What follows belongs to an exercise in optimizing a design on an open flow for small area; a production flow would make more cautious choices. In this exercise RTL edits were held to simulation tests only and were not proved equivalent to the original. Power and IR drop assume default switching activity.

`flow/config.mk`:
```
export PLATFORM = sky130hd
export DESIGN_NAME = BNN
export DESIGN_NICKNAME = BNN
export VERILOG_FILES = /design/flow/design.v
export SDC_FILE = /design/flow/constraint.sdc
export NUM_CORES = 8
export LEC_CHECK = 0
export CAP_MARGIN = 20
export CORE_MARGIN = 2
export CORE_UTILIZATION = 45
export PLACE_DENSITY = 0.6
export SLEW_MARGIN = 20
```
`flow/run.sh`:
```
#!/bin/bash
# synth_recipe.tcl (not shown) runs the flow's synth.tcl, then flattens the netlist and writes it again
# the make line also repeats each setting of config.mk as NAME=value (left out here)
make -C /OpenROAD-flow-scripts/flow DESIGN_CONFIG=/design/flow/config.mk WORK_HOME=/design/flow/orfs CLKGATE_MAP_FILE= SYNTH_SCRIPT=/design/flow/synth_recipe.tcl finish
```
`flow/constraint.sdc`:
```
create_clock -name core_clock -period 10.0 [get_ports {clk}]
set_input_delay 2.0000 -clock core_clock [delete_from_list [all_inputs] [get_ports {clk}]]
set_output_delay 2.0000 -clock core_clock [all_outputs]
set_load 0.01 [all_outputs]
```
`flow/design.v`:
```
`timescale 1ns / 1ps
module XNOR1x7(
    input[6:0] img,
    input[6:0] wgt,
    input[2:0] height,
    output wire[6:0] xnor_out
    );
    wire [6:0] img_cal;
    assign img_cal[6] = height == 7? img[6] : 1'b1;
    assign img_cal[5] = height >= 5? img[5] : 1'b1;
    assign img_cal[4:2] = img[4:2];
    assign img_cal[1] = height >= 5? img[1] : 1'b1;
    assign img_cal[0] = height == 7? img[0] : 1'b1;
    assign xnor_out = img_cal~^wgt;
endmodule
`timescale 1ns / 1ps
module BPU(
    input clk,
    input ce, 
    input rst,
    input sel,
    input [2:0]height, 
    input [4:0]instruction,  
    input wgt_en,
    input [6:0][6:0] img, 
    input [6:0]wgt_input, 
    output reg signed[6:0] popcnt_add 
    );
    wire psum_rst; 
    assign psum_rst = instruction[0];
    wire [2:0]lut_sel; 
    assign lut_sel = instruction[3:1];
    wire psum_add; 
    assign psum_add = instruction[4];
    reg [6:0][6:0]wgt;
    always@(posedge clk)begin
        if(rst)begin
            wgt <= 0;
        end
        else if(ce & wgt_en & sel)begin
            wgt <= {wgt[5:0],wgt_input};
        end
    end
    wire [6:0][6:0] xnor_out;
    XNOR1x7 xnor0(
    .img(img[0]),
    .wgt(wgt[0]),
    .height(height),
    .xnor_out(xnor_out[0]));
    XNOR1x7 xnor1(
    .img(img[1]),
    .wgt(wgt[1]),
    .height(height),
    .xnor_out(xnor_out[1]));
    XNOR1x7 xnor2(
    .img(img[2]),
    .wgt(wgt[2]),
    .height(height),
    .xnor_out(xnor_out[2]));
    XNOR1x7 xnor3(
    .img(img[3]),
    .wgt(wgt[3]),
    .height(height),
    .xnor_out(xnor_out[3]));
    XNOR1x7 xnor4(
    .img(img[4]),
    .wgt(wgt[4]),
    .height(height),
    .xnor_out(xnor_out[4]));
    XNOR1x7 xnor5(
    .img(img[5]),
    .wgt(wgt[5]),
    .height(height),
    .xnor_out(xnor_out[5]));
    XNOR1x7 xnor6(
    .img(img[6]),
    .wgt(wgt[6]),
    .height(height),
    .xnor_out(xnor_out[6]));
    wire [6:0] lut_in_origin;
    assign lut_in_origin = (lut_sel == 3'd7) ? 7'd0 : xnor_out[lut_sel];
    wire [5:0] lut_in;
    assign lut_in = lut_in_origin[5:0];
    wire[63:0][2:0]reg_popcnt;
    genvar gi;
    generate
        for (gi = 0; gi < 64; gi = gi + 1) begin : g_popcnt
            assign reg_popcnt[gi] = ((gi>>5)&1)+((gi>>4)&1)+((gi>>3)&1)+((gi>>2)&1)+((gi>>1)&1)+(gi&1);
        end
    endgenerate
    reg signed[4:0] popcnt;
    wire[3:0] intern;
    assign intern=(reg_popcnt[lut_in]+lut_in_origin[6])<<1;
    always @(*) begin
        popcnt = intern-height;
    end
    always @(posedge clk) begin
        if(rst) begin
            popcnt_add <= 0;
        end
        else if(ce) begin
            if(psum_rst) popcnt_add <= 0;
            else
            if(psum_add) begin
                popcnt_add <= popcnt_add + $signed({{2{popcnt[4]}},popcnt});
            end
        end
    end
endmodule
`timescale 1ns / 1ps
module BPUG(
    input clk,
    input ce, 
    input rst,
    input [2:0]height,
    input sel,
    input [2:0]bpu_enable,
    input [12:0] instruction_in, 
    input [7:0]data_in, 
    output wire signed[7:0][6:0] bpu_out 
    );
    wire[7:0] bpu_ce;
    assign bpu_ce[0] = ce;
    assign bpu_ce[1] = ce & (bpu_enable>=1);
    assign bpu_ce[2] = ce & (bpu_enable>=2);
    assign bpu_ce[3] = ce & (bpu_enable>=3);
    assign bpu_ce[4] = ce & (bpu_enable>=4);
    assign bpu_ce[5] = ce & (bpu_enable>=5);
    assign bpu_ce[6] = ce & (bpu_enable>=6);
    assign bpu_ce[7] = ce & (bpu_enable>=7);
    wire[4:0] instruction; 
    assign instruction =instruction_in[4:0];
    wire data_sel; 
    assign data_sel = instruction_in[5]; 
    wire[1:0]en; 
    assign en = instruction_in[7:6];
    wire img_reg_up; 
    assign img_reg_up = instruction_in[8];
    wire img_reg_sel; 
    assign  img_reg_sel = instruction_in[9];
    wire [2:0] wgt_sel;
    assign wgt_sel = instruction_in[12:10];
    wire [7:0]img_in; 
    assign img_in = data_in;
    wire [6:0]wgt_in; 
    assign wgt_in = data_in[6:0];
    wire img_en; 
    assign img_en = en[1];
    wire wgt_en; 
    assign wgt_en = en[0];
    reg [15:0][7:0]img_reg; 
    always@(posedge clk)begin
        if(rst) begin
            img_reg<=0;
        end
        else if(ce & img_en & sel & (!img_reg_up))begin
            if (!img_reg_sel) begin
                img_reg[0] <= {img_reg[0][6:0],img_in[0]}; 
                img_reg[1] <= {img_reg[1][6:0],img_in[1]};
                img_reg[2] <= {img_reg[2][6:0],img_in[2]};
                img_reg[3] <= {img_reg[3][6:0],img_in[3]};
                img_reg[4] <= {img_reg[4][6:0],img_in[4]};
                img_reg[5] <= {img_reg[5][6:0],img_in[5]};
                img_reg[6] <= {img_reg[6][6:0],img_in[6]};
                img_reg[7] <= {img_reg[7][6:0],img_in[7]};
            end
            else if(img_reg_sel) begin
                img_reg[8] <= {img_reg[8][6:0],img_in[0]}; 
                img_reg[9] <= {img_reg[9][6:0],img_in[1]};
                img_reg[10] <= {img_reg[10][6:0],img_in[2]};
                img_reg[11] <= {img_reg[11][6:0],img_in[3]};
                img_reg[12] <= {img_reg[12][6:0],img_in[4]};
                img_reg[13] <= {img_reg[13][6:0],img_in[5]};
                img_reg[14] <= {img_reg[14][6:0],img_in[6]};
                img_reg[15] <= {img_reg[15][6:0],img_in[7]};
            end
        end
        else if (ce & img_reg_up & (!img_en)) begin
            img_reg[15:1] <= img_reg[14:0];
        end
    end
    wire [6:0][6:0]img;
    assign img[0] = data_sel? img_reg[9][7:1]:img_reg[9][6:0];
    assign img[1] = data_sel? img_reg[10][7:1]:img_reg[10][6:0];
    assign img[2] = data_sel? img_reg[11][7:1]:img_reg[11][6:0];
    assign img[3] = data_sel? img_reg[12][7:1]:img_reg[12][6:0];
    assign img[4] = data_sel? img_reg[13][7:1]:img_reg[13][6:0];
    assign img[5] = data_sel? img_reg[14][7:1]:img_reg[14][6:0];
    assign img[6] = data_sel? img_reg[15][7:1]:img_reg[15][6:0];
    wire[7:0] wgt_en_bpu;
    assign wgt_en_bpu[0] = wgt_sel==0? wgt_en:0;
    assign wgt_en_bpu[1] = wgt_sel==1? wgt_en:0;
    assign wgt_en_bpu[2] = wgt_sel==2? wgt_en:0;
    assign wgt_en_bpu[3] = wgt_sel==3? wgt_en:0;
    assign wgt_en_bpu[4] = wgt_sel==4? wgt_en:0;
    assign wgt_en_bpu[5] = wgt_sel==5? wgt_en:0;
    assign wgt_en_bpu[6] = wgt_sel==6? wgt_en:0;
    assign wgt_en_bpu[7] = wgt_sel==7? wgt_en:0;
    BPU bpu0(.clk(clk),
    .ce(bpu_ce[0]),
    .rst(rst),
    .sel(sel),
    .height(height),
    .wgt_en(wgt_en_bpu[0]),
    .instruction(instruction),
    .img(img),
    .wgt_input(wgt_in),
    .popcnt_add(bpu_out[0]));
    BPU bpu1(.clk(clk),
    .ce(bpu_ce[1]),
    .rst(rst),
    .sel(sel),
    .height(height),
    .wgt_en(wgt_en_bpu[1]),
    .instruction(instruction),
    .img(img),
    .wgt_input(wgt_in),
    .popcnt_add(bpu_out[1]));
    BPU bpu2(.clk(clk),
    .ce(bpu_ce[2]),
    .rst(rst),
    .sel(sel),
    .height(height),
    .wgt_en(wgt_en_bpu[2]),
    .instruction(instruction),
    .img(img),
    .wgt_input(wgt_in),
    .popcnt_add(bpu_out[2]));
    BPU bpu3(.clk(clk),
    .ce(bpu_ce[3]),
    .rst(rst),
    .sel(sel),
    .height(height),
    .wgt_en(wgt_en_bpu[3]),
    .instruction(instruction),
    .img(img),
    .wgt_input(wgt_in),
    .popcnt_add(bpu_out[3]));
    BPU bpu4(.clk(clk),
    .ce(bpu_ce[4]),
    .rst(rst),
    .sel(sel),
    .height(height),
    .wgt_en(wgt_en_bpu[4]),
    .instruction(instruction),
    .img(img),
    .wgt_input(wgt_in),
    .popcnt_add(bpu_out[4]));
    BPU bpu5(.clk(clk),
    .ce(bpu_ce[5]),
    .rst(rst),
    .sel(sel),
    .height(height),
    .wgt_en(wgt_en_bpu[5]),
    .instruction(instruction),
    .img(img),
    .wgt_input(wgt_in),
    .popcnt_add(bpu_out[5]));
    BPU bpu6(.clk(clk),
    .ce(bpu_ce[6]),
    .rst(rst),
    .sel(sel),
    .height(height),
    .wgt_en(wgt_en_bpu[6]),
    .instruction(instruction),
    .img(img),
    .wgt_input(wgt_in),
    .popcnt_add(bpu_out[6]));
    BPU bpu7(.clk(clk),
    .ce(bpu_ce[7]),
    .rst(rst),
    .sel(sel),
    .height(height),
    .wgt_en(wgt_en_bpu[7]),
    .instruction(instruction),
    .img(img),
    .wgt_input(wgt_in),
    .popcnt_add(bpu_out[7]));
endmodule
`timescale 1ns / 1ps
module BNNCore(
    input clk,
    input rst,
    input [3:0][7:0]data_in, 
    input [19:0] instruction, 
    output wire[3:0][7:0]result_bins 
    );
    reg[2:0][7:0]pooling_reg; 
    reg[15:0] bpug_enable;
    reg[2:0] bpu_enable;
    reg[2:0] height;
    always@(posedge clk) begin
        if (rst)begin
            bpug_enable <= 0;
            height <= 0;
            bpu_enable <= 0;
        end
        else if(instruction[15]&instruction[8])begin
            bpug_enable <= {data_in[1],data_in[0]};
            height <= data_in[2][2:0];
            bpu_enable <= data_in[2][5:3];
        end
    end
    wire[15:0] ce_bpug;
    assign ce_bpug = bpug_enable;
    wire[15:0]clkk;
    assign clkk = {16{clk}};
    wire [12:0] instruction_bpug; 
    assign instruction_bpug[3:0] = instruction[3:0];
    assign instruction_bpug[7:4] = instruction[8:5];
    assign instruction_bpug[9:8] = instruction[16:15];
    assign instruction_bpug[12:10] = instruction[19:17];
    wire [3:0] bpug_sel; 
    assign bpug_sel = instruction[4:1];
    wire psum_add;
    assign psum_add = instruction[9];
    wire cal_bin_wr; 
    assign cal_bin_wr = instruction[10];
    wire bias_wr; 
    assign bias_wr = instruction[11];
    wire pooling_en; 
    assign pooling_en = instruction[12];
    wire pooling_sel;
    assign pooling_sel = instruction[13];
    wire store; 
    assign store = instruction[14];
    wire img_reg_up; 
    assign img_reg_up = instruction[15];
    wire img_reg_sel; 
    assign img_reg_sel = instruction[16];
    wire[3:0] chip_sel;
    assign chip_sel[0] = bpug_sel==0? 1:0;
    assign chip_sel[1] = bpug_sel==1? 1:0;
    assign chip_sel[2] = bpug_sel==2? 1:0;
    assign chip_sel[3] = bpug_sel==3? 1:0;
    wire[7:0] cal_bin; 
    wire[1:0] pooling_cnt;
    assign pooling_cnt ={instruction[6],pooling_sel};
    reg[7:0][7:0]reg_bins;
    always@(posedge clk)begin
        if(rst)begin
            reg_bins <= 0;
            pooling_reg <= 0;
        end
        else begin
            if(cal_bin_wr)begin
                if(pooling_en)begin
                    if(pooling_cnt<2'b11) begin
                        pooling_reg[pooling_cnt]<=cal_bin;
                    end
                    else if(pooling_cnt==2'b11)begin
                        reg_bins <= {reg_bins[6:0],pooling_reg[0]|pooling_reg[1]|pooling_reg[2]|cal_bin};
                    end
                end
                else begin
                    reg_bins <= {reg_bins[6:0],cal_bin};
                end
            end
        end
    end
    assign result_bins = store? (instruction[6]?{reg_bins[7][7],reg_bins[6][7],reg_bins[5][7],reg_bins[4][7],reg_bins[3][7],reg_bins[2][7],reg_bins[1][7],reg_bins[0][7],reg_bins[7][6],reg_bins[6][6],reg_bins[5][6],reg_bins[4][6],reg_bins[3][6],reg_bins[2][6],reg_bins[1][6],reg_bins[0][6],reg_bins[7][5],reg_bins[6][5],reg_bins[5][5],reg_bins[4][5],reg_bins[3][5],reg_bins[2][5],reg_bins[1][5],reg_bins[0][5],reg_bins[7][4],reg_bins[6][4],reg_bins[5][4],reg_bins[4][4],reg_bins[3][4],reg_bins[2][4],reg_bins[1][4],reg_bins[0][4]}:
    {reg_bins[7][3],reg_bins[6][3],reg_bins[5][3],reg_bins[4][3],reg_bins[3][3],reg_bins[2][3],reg_bins[1][3],reg_bins[0][3],reg_bins[7][2],reg_bins[6][2],reg_bins[5][2],reg_bins[4][2],reg_bins[3][2],reg_bins[2][2],reg_bins[1][2],reg_bins[0][2],reg_bins[7][1],reg_bins[6][1],reg_bins[5][1],reg_bins[4][1],reg_bins[3][1],reg_bins[2][1],reg_bins[1][1],reg_bins[0][1],reg_bins[7][0],reg_bins[6][0],reg_bins[5][0],reg_bins[4][0],reg_bins[3][0],reg_bins[2][0],reg_bins[1][0],reg_bins[0][0]}) : 32'd0;
    wire [15:0][7:0][6:0] bpu_out; 
    wire[7:0][6:0] bpu_out_add;
    assign bpu_out_add = bpu_out[bpug_sel];
    reg[7:0][7:0] bias;
    always@(posedge clk)begin
        if(rst) bias <=0;
        else begin
            if(bias_wr)begin
                bias<={bias[3:0],data_in};
            end
        end
    end
    BPUG bpug0(.clk(clk),
    .ce(ce_bpug[0]),
    .rst(rst),
    .instruction_in(instruction_bpug),
    .data_in(data_in[0]),
    .height(height),
    .bpu_enable(bpu_enable),
    .sel(chip_sel[0]),
    .bpu_out(bpu_out[0]));
    BPUG bpug1(.clk(clk),
    .ce(ce_bpug[1]),
    .rst(rst),
    .instruction_in(instruction_bpug),
    .data_in(data_in[1]),
    .height(height),
    .bpu_enable(bpu_enable),
    .sel(chip_sel[0]),
    .bpu_out(bpu_out[1]));
    BPUG bpug2(.clk(clk),
    .ce(ce_bpug[2]),
    .rst(rst),
    .instruction_in(instruction_bpug),
    .data_in(data_in[2]),
    .height(height),
    .bpu_enable(bpu_enable),
    .sel(chip_sel[0]),
    .bpu_out(bpu_out[2]));
    BPUG bpug3(.clk(clk),
    .ce(ce_bpug[3]),
    .rst(rst),
    .instruction_in(instruction_bpug),
    .data_in(data_in[3]),
    .height(height),
    .bpu_enable(bpu_enable),
    .sel(chip_sel[0]),
    .bpu_out(bpu_out[3]));
    BPUG bpug4(.clk(clk),
    .ce(ce_bpug[4]),
    .rst(rst),
    .instruction_in(instruction_bpug),
    .data_in(data_in[0]),
    .height(height),
    .bpu_enable(bpu_enable),
    .sel(chip_sel[1]),
    .bpu_out(bpu_out[4]));
    BPUG bpug5(.clk(clk),
    .ce(ce_bpug[5]),
    .rst(rst),
    .instruction_in(instruction_bpug),
    .data_in(data_in[1]),
    .height(height),
    .bpu_enable(bpu_enable),
    .sel(chip_sel[1]),
    .bpu_out(bpu_out[5]));
    BPUG bpug6(.clk(clk),
    .ce(ce_bpug[6]),
    .rst(rst),
    .instruction_in(instruction_bpug),
    .data_in(data_in[2]),
    .height(height),
    .bpu_enable(bpu_enable),
    .sel(chip_sel[1]),
    .bpu_out(bpu_out[6]));
    BPUG bpug7(.clk(clk),
    .ce(ce_bpug[7]),
    .rst(rst),
    .instruction_in(instruction_bpug),
    .data_in(data_in[3]),
    .height(height),
    .bpu_enable(bpu_enable),
    .sel(chip_sel[1]),
    .bpu_out(bpu_out[7]));
    BPUG bpug8(.clk(clk),
    .ce(ce_bpug[8]),
    .rst(rst),
    .instruction_in(instruction_bpug),
    .data_in(data_in[0]),
    .height(height),
    .bpu_enable(bpu_enable),
    .sel(chip_sel[2]),
    .bpu_out(bpu_out[8]));
    BPUG bpug9(.clk(clk),
    .ce(ce_bpug[9]),
    .rst(rst),
    .instruction_in(instruction_bpug),
    .data_in(data_in[1]),
    .height(height),
    .bpu_enable(bpu_enable),
    .sel(chip_sel[2]),
    .bpu_out(bpu_out[9]));
    BPUG bpug10(.clk(clk),
    .ce(ce_bpug[10]),
    .rst(rst),
    .instruction_in(instruction_bpug),
    .data_in(data_in[2]),
    .height(height),
    .bpu_enable(bpu_enable),
    .sel(chip_sel[2]),
    .bpu_out(bpu_out[10]));
    BPUG bpug11(.clk(clk),
    .ce(ce_bpug[11]),
    .rst(rst),
    .instruction_in(instruction_bpug),
    .data_in(data_in[3]),
    .height(height),
    .bpu_enable(bpu_enable),
    .sel(chip_sel[2]),
    .bpu_out(bpu_out[11]));
    BPUG bpug12(.clk(clk),
    .ce(ce_bpug[12]),
    .rst(rst),
    .instruction_in(instruction_bpug),
    .data_in(data_in[0]),
    .height(height),
    .bpu_enable(bpu_enable),
    .sel(chip_sel[3]),
    .bpu_out(bpu_out[12]));
    BPUG bpug13(.clk(clk),
    .ce(ce_bpug[13]),
    .rst(rst),
    .instruction_in(instruction_bpug),
    .data_in(data_in[1]),
    .height(height),
    .bpu_enable(bpu_enable),
    .sel(chip_sel[3]),
    .bpu_out(bpu_out[13]));
    BPUG bpug14(.clk(clk),
    .ce(ce_bpug[14]),
    .rst(rst),
    .instruction_in(instruction_bpug),
    .data_in(data_in[2]),
    .height(height),
    .bpu_enable(bpu_enable),
    .sel(chip_sel[3]),
    .bpu_out(bpu_out[14]));
    BPUG bpug15(.clk(clk),
    .ce(ce_bpug[15]),
    .rst(rst),
    .instruction_in(instruction_bpug),
    .data_in(data_in[3]),
    .height(height),
    .bpu_enable(bpu_enable),
    .sel(chip_sel[3]),
    .bpu_out(bpu_out[15]));
    reg signed[7:0][10:0]cal_intern; 
    always @(posedge clk) begin
        if(rst||instruction[0]) begin
            cal_intern[0] <= $signed({{3{bias[0][7]}},bias[0]});
            cal_intern[1] <= $signed({{3{bias[1][7]}},bias[1]});
            cal_intern[2] <= $signed({{3{bias[2][7]}},bias[2]});
            cal_intern[3] <= $signed({{3{bias[3][7]}},bias[3]});
            cal_intern[4] <= $signed({{3{bias[4][7]}},bias[4]});
            cal_intern[5] <= $signed({{3{bias[5][7]}},bias[5]});
            cal_intern[6] <= $signed({{3{bias[6][7]}},bias[6]});
            cal_intern[7] <= $signed({{3{bias[7][7]}},bias[7]});
        end
        else if(psum_add)begin
            cal_intern[0] <= cal_intern[0]+$signed({{4{bpu_out_add[0][6]}},bpu_out_add[0]});
            cal_intern[1] <= cal_intern[1]+$signed({{4{bpu_out_add[1][6]}},bpu_out_add[1]});
            cal_intern[2] <= cal_intern[2]+$signed({{4{bpu_out_add[2][6]}},bpu_out_add[2]});
            cal_intern[3] <= cal_intern[3]+$signed({{4{bpu_out_add[3][6]}},bpu_out_add[3]});
            cal_intern[4] <= cal_intern[4]+$signed({{4{bpu_out_add[4][6]}},bpu_out_add[4]});
            cal_intern[5] <= cal_intern[5]+$signed({{4{bpu_out_add[5][6]}},bpu_out_add[5]});
            cal_intern[6] <= cal_intern[6]+$signed({{4{bpu_out_add[6][6]}},bpu_out_add[6]});
            cal_intern[7] <= cal_intern[7]+$signed({{4{bpu_out_add[7][6]}},bpu_out_add[7]});
        end
    end
    assign cal_bin[0] = ~cal_intern[0][10];
    assign cal_bin[1] = ~cal_intern[1][10];
    assign cal_bin[2] = ~cal_intern[2][10];
    assign cal_bin[3] = ~cal_intern[3][10];
    assign cal_bin[4] = ~cal_intern[4][10];
    assign cal_bin[5] = ~cal_intern[5][10];
    assign cal_bin[6] = ~cal_intern[6][10];
    assign cal_bin[7] = ~cal_intern[7][10];
endmodule
`timescale 1ns / 1ps
module BNNCtrl(
    input clk,
    input rst,
    input pause,
    input [15:0]inst, 
    output reg[19:0]bnncore_ctrl, 
    output reg[15:0]datasram_ctrl, 
    output wire[12:0]instsram_ctrl 
    );
    reg [15:0]pc1;
    reg [15:0]pc2;
    reg [15:0]pc3;
    reg [15:0]pc4;
    reg [15:0]r1;
    reg [15:0]r2;
    reg [15:0]r3;
    reg [15:0]r4;
    reg [15:0]r5;
    reg [15:0]r6;
    reg [15:0]r7;
    reg [15:0]r8;
    reg [15:0]r9;
    reg [15:0]r10;
    reg [15:0]r11;
    reg [15:0]r12;
    assign instsram_ctrl[10:0] = pc1[10:0];
    assign instsram_ctrl[11] = 1'b0;
    assign instsram_ctrl[12] = 1'b1;
    always @(posedge clk) begin
        if (rst) begin
            datasram_ctrl[15] <= 1;
            datasram_ctrl[14] <= 1;
            datasram_ctrl[13:0] <= 0;
            bnncore_ctrl <= 0;
            pc1 <= 0;
            pc2 <= 0;
            pc3 <= 0;
            pc4 <= 0;
            r1 <= 0;
            r2 <= 0;
            r3 <= 0;
            r4 <= 0;
            r5 <= 0;
            r6 <= 0;
            r7 <= 0;
            r8 <= 0;
            r9 <= 0;
            r10 <= 0;
            r11 <= 0;
            r12 <= 0;
        end
        else if (pause) begin
            bnncore_ctrl <= 0;
            datasram_ctrl[14] <= 1;
        end
        else case(inst[15:11])
        5'b00000: begin
            datasram_ctrl[14] <= 1;
            pc1<=pc1+1;
        end
        5'b00001: begin
                case(inst[10:8])
                    3'b000: ;
                    3'b001: pc2<={pc2[15:8],inst[7:0]};
                    3'b010: pc3<={pc3[15:8],inst[7:0]};
                    3'b011: pc4<={pc4[15:8],inst[7:0]};
                    3'b100: r1<={r1[15:8],inst[7:0]};
                    3'b101: r2<={r2[15:8],inst[7:0]};
                    3'b110: r3<={r3[15:8],inst[7:0]};
                    3'b111: r4<={r4[15:8],inst[7:0]};
                    default:;
                endcase
            pc1<=pc1+1;
            datasram_ctrl[14] <= 1;
            bnncore_ctrl <= 0;
        end
        5'b00010: begin
                case(inst[10:8])
                    3'b000: ;
                    3'b001: pc2<={inst[7:0],pc2[7:0]};
                    3'b010: pc3<={inst[7:0],pc3[7:0]};
                    3'b011: pc4<={inst[15:8],pc4[7:0]};
                    3'b100: r1<={inst[7:0],r1[7:0]};
                    3'b101: r2<={inst[7:0],r2[7:0]};
                    3'b110: r3<={inst[7:0],r3[7:0]};
                    3'b111: r4<={inst[7:0],r4[7:0]};
                    default:;
                endcase
            pc1<=pc1+1;
            datasram_ctrl[14] <= 1;
            bnncore_ctrl <= 0;
        end
        5'b00011: begin
            case(inst[10:9])
                2'b00:begin
                    bnncore_ctrl[7] <= 1; 
                    bnncore_ctrl[2:1] <= inst[8:7]; 
                    bnncore_ctrl[19:17] <= inst[6:4]; 
                    bnncore_ctrl[0] <= 0;
                    bnncore_ctrl[6:3] <= 0;
                    bnncore_ctrl[16:8] <= 0;
                    datasram_ctrl[13:0] <= pc2[13:0]; 
                    datasram_ctrl[14] <=0;
                    datasram_ctrl[15] <=1;
                end
                2'b01:begin
                    bnncore_ctrl[11] <= 1; 
                    bnncore_ctrl[10:0] <= 0;
                    bnncore_ctrl[19:12] <= 0;
                    datasram_ctrl[13:0] <= pc2[13:0];
                    datasram_ctrl[14] <=0;
                    datasram_ctrl[15] <=1;
                end
                2'b10:begin
                    bnncore_ctrl[8] <= 1; 
                    bnncore_ctrl[2:1] <=inst[8:7]; 
                    bnncore_ctrl[16] <= inst[6]; 
                    bnncore_ctrl[0] <= 0;
                    bnncore_ctrl[7:3] <= 0;
                    bnncore_ctrl[15:9] <= 0;
                    datasram_ctrl[13:0] <= pc2[13:0]; 
                    datasram_ctrl[14] <=0;
                    datasram_ctrl[15] <=1;
                end
                2'b11:begin
                    bnncore_ctrl[8] <= 1; 
                    bnncore_ctrl[15] <= 1; 
                    bnncore_ctrl[7:0] <= 0;
                    bnncore_ctrl[14:9] <= 0;
                    datasram_ctrl[13:0] <= pc2[13:0]; 
                    datasram_ctrl[14] <=0;
                    datasram_ctrl[15] <=1;
                end
            endcase
            pc1 <= pc1 + 1;
            if(inst[0])begin
                pc2 <= pc2 + 1;
            end
            else begin
                pc2 <= pc2 - 1;
            end
        end
        5'b00100:begin
            case(inst[10:7])
                4'b0000:;
                4'b0001:begin
                    pc2 <= pc2 + $signed({{9{inst[6]}},inst[6:0]});
                end
                4'b0010:begin
                    pc3 <= pc3 + $signed({{9{inst[6]}},inst[6:0]});
                end
                4'b0011:begin
                    pc4 <= pc4 + $signed({{9{inst[6]}},inst[6:0]});
                end
                4'b0100:begin
                    r1 <= r1 + $signed({{9{inst[6]}},inst[6:0]});
                end
                4'b0101:begin
                    r2 <= r2 + $signed({{9{inst[6]}},inst[6:0]});
                end
                4'b0110:begin
                    r3 <= r3 + $signed({{9{inst[6]}},inst[6:0]});
                end
                4'b0111:begin
                    r4 <= r4 + $signed({{9{inst[6]}},inst[6:0]});
                end
                4'b1000:begin
                    r5 <= r5 + $signed({{9{inst[6]}},inst[6:0]});
                end
                4'b1001:begin
                    r6 <= r6 + $signed({{9{inst[6]}},inst[6:0]});
                end
                4'b1010:begin
                    r7 <= r7 + $signed({{9{inst[6]}},inst[6:0]});
                end
                4'b1011:begin
                    r8 <= r8 + $signed({{9{inst[6]}},inst[6:0]});
                end
                4'b1100:begin
                    r9 <= r9 + $signed({{9{inst[6]}},inst[6:0]});
                end
                4'b1101:begin
                    r10 <= r10 + $signed({{9{inst[6]}},inst[6:0]});
                end
                4'b1110:begin
                    r11 <= r11 + $signed({{9{inst[6]}},inst[6:0]});
                end
                4'b1111:begin
                    r12 <= r12 + $signed({{9{inst[6]}},inst[6:0]});
                end
            endcase
            pc1<=pc1+1;
            datasram_ctrl[14] <= 1;
            bnncore_ctrl <= 0;
        end
        5'b00101:begin
            case(inst[10:7])
                4'b0000:begin
                    r1<= r1>=inst[6:0]?0:1;
                end
                4'b0001:begin
                    r1<= r2>=inst[6:0]?0:1;
                end
                4'b0010:begin
                    r1<= r3>=inst[6:0]?0:1;
                end
                4'b0011:begin
                    r1<= r4>=inst[6:0]?0:1;
                end
                4'b0100:begin
                    r1<= r5>=inst[6:0]?0:1;
                end
                4'b0101:begin
                    r1<= r6>=inst[6:0]?0:1;
                end
                4'b0110:begin
                    r1<= r7>=inst[6:0]?0:1;
                end
                4'b0111:begin
                    r1<= r8>=inst[6:0]?0:1;
                end
                4'b1000:begin
                    r1<= r9>=inst[6:0]?0:1;
                end
                4'b1001:begin
                    r1<= r10>=inst[6:0]?0:1;
                end
                4'b1010:begin
                    r1<= r11>=inst[6:0]?0:1;
                end
                4'b1011:begin
                    r1<= r12>=inst[6:0]?0:1;
                end
                4'b1100:begin
                    r1<= pc1>=inst[6:0]?0:1;
                end
                4'b1101:begin
                    r1<= pc2>=inst[6:0]?0:1;
                end
                4'b1110:begin
                    r1<= pc3>=inst[6:0]?0:1;
                end
                4'b1111:begin
                    r1<= pc4>=inst[6:0]?0:1;
                end
            endcase
            pc1<=pc1+1;
            datasram_ctrl[14] <= 1;
            bnncore_ctrl <= 0;
        end
        5'b00110:begin
            if (r1) begin
                pc1 <= pc1 - inst[10:0];
            end
            else pc1<=pc1+1;
            bnncore_ctrl <= 0;
            datasram_ctrl[14] <= 1;
        end
        5'b00111:begin
            bnncore_ctrl[0] <= 1;
            bnncore_ctrl[16:1] <=0;
            datasram_ctrl[14] <= 1;
            pc1<=pc1+1;
        end
        5'b01000:begin
            bnncore_ctrl[5] <= 1;
            bnncore_ctrl[3:1] <= inst[10:8];
            bnncore_ctrl[6] <= inst[7];
            bnncore_ctrl[0] <= 0;
            bnncore_ctrl[4] <= 0;
            bnncore_ctrl[16:7] <= 0;
            datasram_ctrl[14] <= 1;
            pc1 <= pc1 + 1;
        end
        5'b01001:begin
            bnncore_ctrl[9] <= 1;
            bnncore_ctrl[4:1] <= inst[10:7]; 
            bnncore_ctrl[0] <= 0;
            bnncore_ctrl[8:5] <= 0 ;
            bnncore_ctrl[16:10] <= 0;
            datasram_ctrl[14] <= 1;
            pc1 <= pc1 + 1;
        end
        5'b01010:begin
            bnncore_ctrl[10] <= 1; 
            bnncore_ctrl[12] <= inst[10]; 
            bnncore_ctrl[6] <= inst[9]; 
            bnncore_ctrl[13] <= inst[8]; 
            bnncore_ctrl[5:0] <= 0;
            bnncore_ctrl[9:7] <= 0;
            bnncore_ctrl[16:14] <= 0;
            datasram_ctrl[14] <= 1;
            pc1 <= pc1 + 1;
        end
        5'b01011:begin
            bnncore_ctrl[14] <= 1;
            bnncore_ctrl[6] <= inst[10];
            bnncore_ctrl[5:0] <= 0;
            bnncore_ctrl[13:7] <= 0;
            bnncore_ctrl[16:15] <= 0;
            datasram_ctrl[13:0] <= pc4[13:0];
            datasram_ctrl[14] <= 0;
            datasram_ctrl[15] <= 0;
            if (inst[9]) begin
                pc4 <= pc4 + 1;
            end
            else begin
                pc4 <= pc4 - 1;
            end
            pc1 <= pc1 + 1;
        end
        5'b01100:begin
            bnncore_ctrl[15] <= 1;
            bnncore_ctrl[14:0] <=0;
            bnncore_ctrl[16] <= 0;
            datasram_ctrl[14] <= 1;
            pc1 <= pc1 + 1;
        end
        5'b01101:begin
            pc1<=pc1+1;
            datasram_ctrl[14] <= 1;
            bnncore_ctrl <= 0;
            case (inst[10:8])  
                3'b000: pc1<=inst[7]?(inst[6]?(inst[5]?r4:r3):(inst[5]?r2:r1)):(inst[6]?(inst[5]?pc4:pc3):(inst[5]?pc2:pc1));
                3'b001: pc2<=inst[7]?(inst[6]?(inst[5]?r4:r3):(inst[5]?r2:r1)):(inst[6]?(inst[5]?pc4:pc3):(inst[5]?pc2:pc1));
                3'b010: pc3<=inst[7]?(inst[6]?(inst[5]?r4:r3):(inst[5]?r2:r1)):(inst[6]?(inst[5]?pc4:pc3):(inst[5]?pc2:pc1));
                3'b011: pc4<=inst[7]?(inst[6]?(inst[5]?r4:r3):(inst[5]?r2:r1)):(inst[6]?(inst[5]?pc4:pc3):(inst[5]?pc2:pc1));
                3'b100: r1<=inst[7]?(inst[6]?(inst[5]?r4:r3):(inst[5]?r2:r1)):(inst[6]?(inst[5]?pc4:pc3):(inst[5]?pc2:pc1));
                3'b101: r2<=inst[7]?(inst[6]?(inst[5]?r4:r3):(inst[5]?r2:r1)):(inst[6]?(inst[5]?pc4:pc3):(inst[5]?pc2:pc1));
                3'b110: r3<=inst[7]?(inst[6]?(inst[5]?r4:r3):(inst[5]?r2:r1)):(inst[6]?(inst[5]?pc4:pc3):(inst[5]?pc2:pc1));
                3'b111: r4<=inst[7]?(inst[6]?(inst[5]?r4:r3):(inst[5]?r2:r1)):(inst[6]?(inst[5]?pc4:pc3):(inst[5]?pc2:pc1));
            endcase
        end
        5'b01110: begin
                case(inst[10:8])
                    3'b000: r5<={r5[15:8],inst[7:0]};
                    3'b001: r6<={r6[15:8],inst[7:0]};
                    3'b010: r7<={r7[15:8],inst[7:0]};
                    3'b011: r8<={r8[15:8],inst[7:0]};
                    3'b100: r9<={r9[15:8],inst[7:0]};
                    3'b101: r10<={r10[15:8],inst[7:0]};
                    3'b110: r11<={r11[15:8],inst[7:0]};
                    3'b111: r12<={r12[15:8],inst[7:0]};
                    default:;
                endcase
            pc1<=pc1+1;
            datasram_ctrl[14] <= 1;
            bnncore_ctrl <= 0;
        end
        5'b01111: begin
                case(inst[10:8])
                    3'b000: r5<={inst[7:0],r5[7:0]};
                    3'b001: r6<={inst[7:0],r6[7:0]};
                    3'b010: r7<={inst[7:0],r7[7:0]};
                    3'b011: r8<={inst[7:0],r8[7:0]};
                    3'b100: r9<={inst[7:0],r9[7:0]};
                    3'b101: r10<={inst[7:0],r10[7:0]};
                    3'b110: r11<={inst[7:0],r11[7:0]};
                    3'b111: r12<={inst[7:0],r12[7:0]};
                    default:;
                endcase
            pc1<=pc1+1;
            datasram_ctrl[14] <= 1;
            bnncore_ctrl <= 0;
        end
        default:;
        endcase
    end
endmodule
`timescale 1ns / 1ps
module BNN(
    input         clk,
    input         rst,         
    input         pause,
    output [10:0] inst_addr,   
    input  [15:0] inst,        
    output [13:0] data_addr,   
    output        data_cen,    
    output        data_wen,    
    output [31:0] data_d,      
    input  [31:0] data_q       
    );
    wire [19:0] bnncore_ctrl;
    wire [15:0] datasram_ctrl;
    wire [12:0] instsram_ctrl;
    BNNCtrl BNNCtrl(
        .clk(clk),
        .rst(rst),
        .pause(pause),
        .inst(inst),
        .bnncore_ctrl(bnncore_ctrl),
        .datasram_ctrl(datasram_ctrl),
        .instsram_ctrl(instsram_ctrl));
    BNNCore BNNCore(
        .clk(clk),
        .rst(rst),
        .data_in(data_q),
        .instruction(bnncore_ctrl),
        .result_bins(data_d));
    assign inst_addr = instsram_ctrl[10:0];
    assign data_addr = datasram_ctrl[13:0];
    assign data_cen  = datasram_ctrl[14];
    assign data_wen  = datasram_ctrl[15];
endmodule
```
==> notes.md <==
==> tightest hold or removal path, cell delays in order (launching register included) <==
cell and delay (ns):
dfxtp_1 0.31, nand2_1 0.06, a21oi_1 0.05
==> through the flow <==
| step | setup slack [ns] | std cells | hold slack, ns |
|---|---|---|---|
| global route | 1.21 | 89500 | 0.432 |
| finish | 1.32 | 89600 | 0.413 |
| detailed placement | 1.40 | 87400 | 0.448 |
| CTS | 1.38 | 89400 | 0.414 |
| floorplan | 0.290 | 73900 | 0.436 |
| global placement | 1.39 | 87400 | 0.445 |
==> worst paths after layout <==
path / from / to / slack, ns
setup / recovery: BNNCtrl.bnncore_ctrl[6] / BNNCore.bpug8.bpu0.popcnt_add[6] / 1.32
setup reg to reg: BNNCtrl.bnncore_ctrl[6] / BNNCore.bpug8.bpu0.popcnt_add[6] / 1.32
hold / removal: BNNCore.bpug6.img_reg[4] / BNNCore.bpug6.img_reg[5] / 0.41
hold reg to reg: BNNCore.bpug6.img_reg[4] / BNNCore.bpug6.img_reg[5] / 0.41
==> power groups by stage <==
stage | registers [mW] | clock network [mW] | logic [mW]
2_1_floorplan | 39.9 | 0 | 4.99
3_3_place_gp | 40.0 | 0 | 8.16
3_5_place_dp | 40.0 | 0 | 8.21
4_1_cts | 39.1 | 45.7 | 8.26
5_1_grt | 39.1 | 47.1 | 8.94
6_report | 39.1 | 45.2 | 8.47
==> routing by layer <==
metal / routed length [um] / up-vias
li1: - / 249000
met1: 925000 / 253000
met2: 921000 / 21100
met3: 197000 / 3880
met4: 122000 / 48
met5: 332 / -
==> cell usage in the layout (no fill, tap or decap), types with 153 or more instances in the layout <==
cell,n
o22ai_1,204
a311oi_1,1703
mux2i_1,1302
xnor2_1,3576
o31ai_1,275
clkinv_2,170
nor2_4,153
fa_1,280
o21a_1,319
nor2_1,4715
a22oi_1,944
inv_1,1248
o211ai_1,526
clkbuf_1,247
xor2_1,3149
o221ai_1,195
dfxtp_1,9670
nand3b_1,272
nor4_1,339
a211oi_1,384
and3_1,372
nor2b_1,728
buf_12,165
nand4_1,173
nand2_1,18900
buf_4,1262
a21oi_1,8702
and2_1,162
nand2b_1,496
ha_1,2346
nand3_1,528
mux4_2,549
a21o_1,730
o2111ai_1,295
a31oi_1,200
clkbuf_16,1262
a221oi_1,559
clkbuf_8,269
nor3_1,626
o21ai_0,1503
==> cell families (layout without fill, tap and decap cells) <==
| group | after synthesis | count (layout) |
|---|---|---|
| AOI/OAI and AO/OA | 17700 | 17700 |
| xor gates and xnor gates | 6756 | 6756 |
| adders and majority gates | 2684 | 2684 |
| buffers and inverters | 6443 | 4861 |
| DFF | 9770 | 9770 |
| muxes | 2238 | 2238 |
| other | 0 | 149 |
| and+or+nand+nor | 28400 | 28400 |
==> layout make-up <==
type	instances	share of cell area
multi-input combinational	57700	0.564
tap	17100	0.0338
clock inverter	298	0.00555
sequential	9770	0.310
timing repair buffer	1526	0.0218
inverter	1259	0.00751
clock buffer	1778	0.0570
antenna	149	0.000587
==> summary.md <==
| Metric | Value |
|---|---|
| Worst-Skew Late Latency | approximately 1.4 ns |
| Slew headroom | 0.103 |
| Post_cts resized | 0 |
| Sequential Area | ~200000 um^2 |
| Fillers | between 100k and 150k |
| CP endpoint kind | flop |
| Area of the core | roughly 1300000 um^2 |
| Synthesized instance count | 73900 |
| Die Wd | about 1100 um |
| Worst reg-to-reg path cell count | 26 |
| FP Rows | ~420 |
| Global Route met2 Usage | 0.483 |
| Synth Area in Compound Gates | 0.194 |
| Pre-antenna DRT Iters | 8 |
| Layout cells sized above 1 | 0.0683 |
| GR Util All Layers | 0.319 |
| Vias in the first global route | between 400k and 500k |
| Number of synthesis warnings | 4 |
| Root buf cell | clkbuf_16 |
| Mapped Area | 577000 um^2 |
| DR vias/cell | just under 6 |
| # DRC | 0 |
| Final Wtd Congestion | 0.960 |
| Largest family of logic cells by synthesized area | simple AND/OR/NAND/NOR gates |
| Comb power frac | 0.091 |
| Slew Limit Fails | 0 |
| Met3 track demand over resource | 0.0581 |
| Switching Share | 0.261 |
| P_int | 68.5 mW |
| Pwr Density | 146 nW/um^2 |
| Critical path depth | 26 |
| DR iter-0 viols | between 50000 and 60000 |
| Crit path required time | around 11 ns |
| Syn Nets | 76600 |
| Yosys reg bits | approximately 9800 |
| Post-route ant nets | 0 |
| Critical path type | flop to flop |
| Final core occ | 0.496 |
| Design area | roughly 630000 um^2 |
| Post-DP Area | between 500000 and 600000 um^2 |
| I/O pins | 110 |
| Total vias in the final route | approximately 530k |
| Startpoint types | flop |
| Final setup viols | 0 |
| Area delta synth->final | 9.98% |
| Routed WL per cell | 24.2 um |
| Worst path arrival time | 9.92 ns |
| M1 GR Usage | 0.436 |
| Switching power | around 24 mW |
| Slowest stage delay, CP | around 0.86 ns |
| CTS buffer count | about 1200 |
| Syn avg cell area | between 7 and 8 um^2 |
| Grt ovf | 0 |
| Clock transition at path regs | approximately 0.060 ns |
| H-tree lvl count | 7 |
| Slew @ Worst Pin | roughly 1.3 ns |
| Ys async rst share | 0 |
| Multi-input logic area | roughly 360000 um^2 |
| Synth cell types | roughly 130 |
| Initial Utilization | 0.451 |
| Yosys top cell by area | dfxtp_1 |
| Synth Area in Simple Gates | 0.203 |
| Post-CTS Setup Bufs | 0 |
| Busiest layer in global routing | met2 |
| Buffers and inverters on the worst path | 5 |
| First-pass GRT wire length | 3170000 um |
| Outcome | timing/DRC/antenna clean |
| CTS Buffer Depth | 6 |
| Xor/xnor share of the synthesized area | 0.103 |
| Post-Synth Adder-Cell Area | 0.0616 |
| Total power draw | between 90 and 100 mW |
| Crit-path slowest cell | xor2_1 |
| LEAKAGE | roughly 220 nW |
| Largest net degree at the start of global routing | 200 |
| Mux cell area share after synthesis | 0.0549 |
| Final worst-path cycle share | 0.868 |
| Unrepaired setup endpoints after global routing | no |
| # port buffers | around 110 |
| Clk_skew | 0.114 ns |
| Critical path peak fanout | 20 |
| Count leader, synth | nand2_1 |
| Initial antenna violation count | ~150 |
| CP delay by family, top | compound AO/OA/AOI/OAI gates |
| Synth area leaders | dfxtp_1, nand2_1, a21oi_1, xnor2_1, ha_1 |
| Worst hold path type | flop to flop |
| NumNets Final | around 74000 |
| Post-DP HPWL | ~1500000 um |
| Cts hold-fix bufs | 0 |
| Sequential share of power | 0.422 |
| DRT Wirelength | between 2000000 and 2500000 um |
| Final hold violations | 0 |
| Number of synthesized flops with an enable pin | slightly below 90 |
| Top FF cell, synth | dfxtp_1 |
| Sink Count | 9770 |
| Synth top cells by count | nand2_1, dfxtp_1, a21oi_1 |
| Setup_tns | 0 ns |
| Max_cap viols | 0 |
| Register area share after synthesis | 0.340 |
| Worst vdd ir | roughly 0.16 mV |
| Die Height | between 1000 and 1500 um |
| Clock share of power | 0.487 |
| CTS tree | yes |
| Top-area cell type share of the netlist area | 0.336 |
| Full die area | ~1300000 um^2 |
| Hold Path Depth | 2 |
| Minimum clock period | 8.68 ns |
| Max Fclk | 115 MHz |

re-timing with driven ports:
In the flow no input, the clock included, has a driving cell. The finished layout below was timed again as built, in two steps.
Step 1 (the two cells are an assumption about what drives the block):
set clk [get_ports {clk}]
set_driving_cell -lib_cell sky130_fd_sc_hd__clkbuf_16 $clk
set_driving_cell -lib_cell sky130_fd_sc_hd__buf_2 [delete_from_list [all_inputs] $clk]
Step 2 also shifts input and output timing later by t, the mid clock arrival at the registers, as if the neighbouring blocks saw the same clock.
a / b / c = no drivers / after step 1 / after step 2; a / b = the first two.
shift t [ns]: 1.454
setup slack, ns: 1.321 / 1.321 / 1.321
worst data-port slew with drivers (ns): 0.65
After both steps this run still meets setup and hold. For this run, drivers alone change the setup slack by 0.000 ns; drivers and shift together by 0.000 ns.
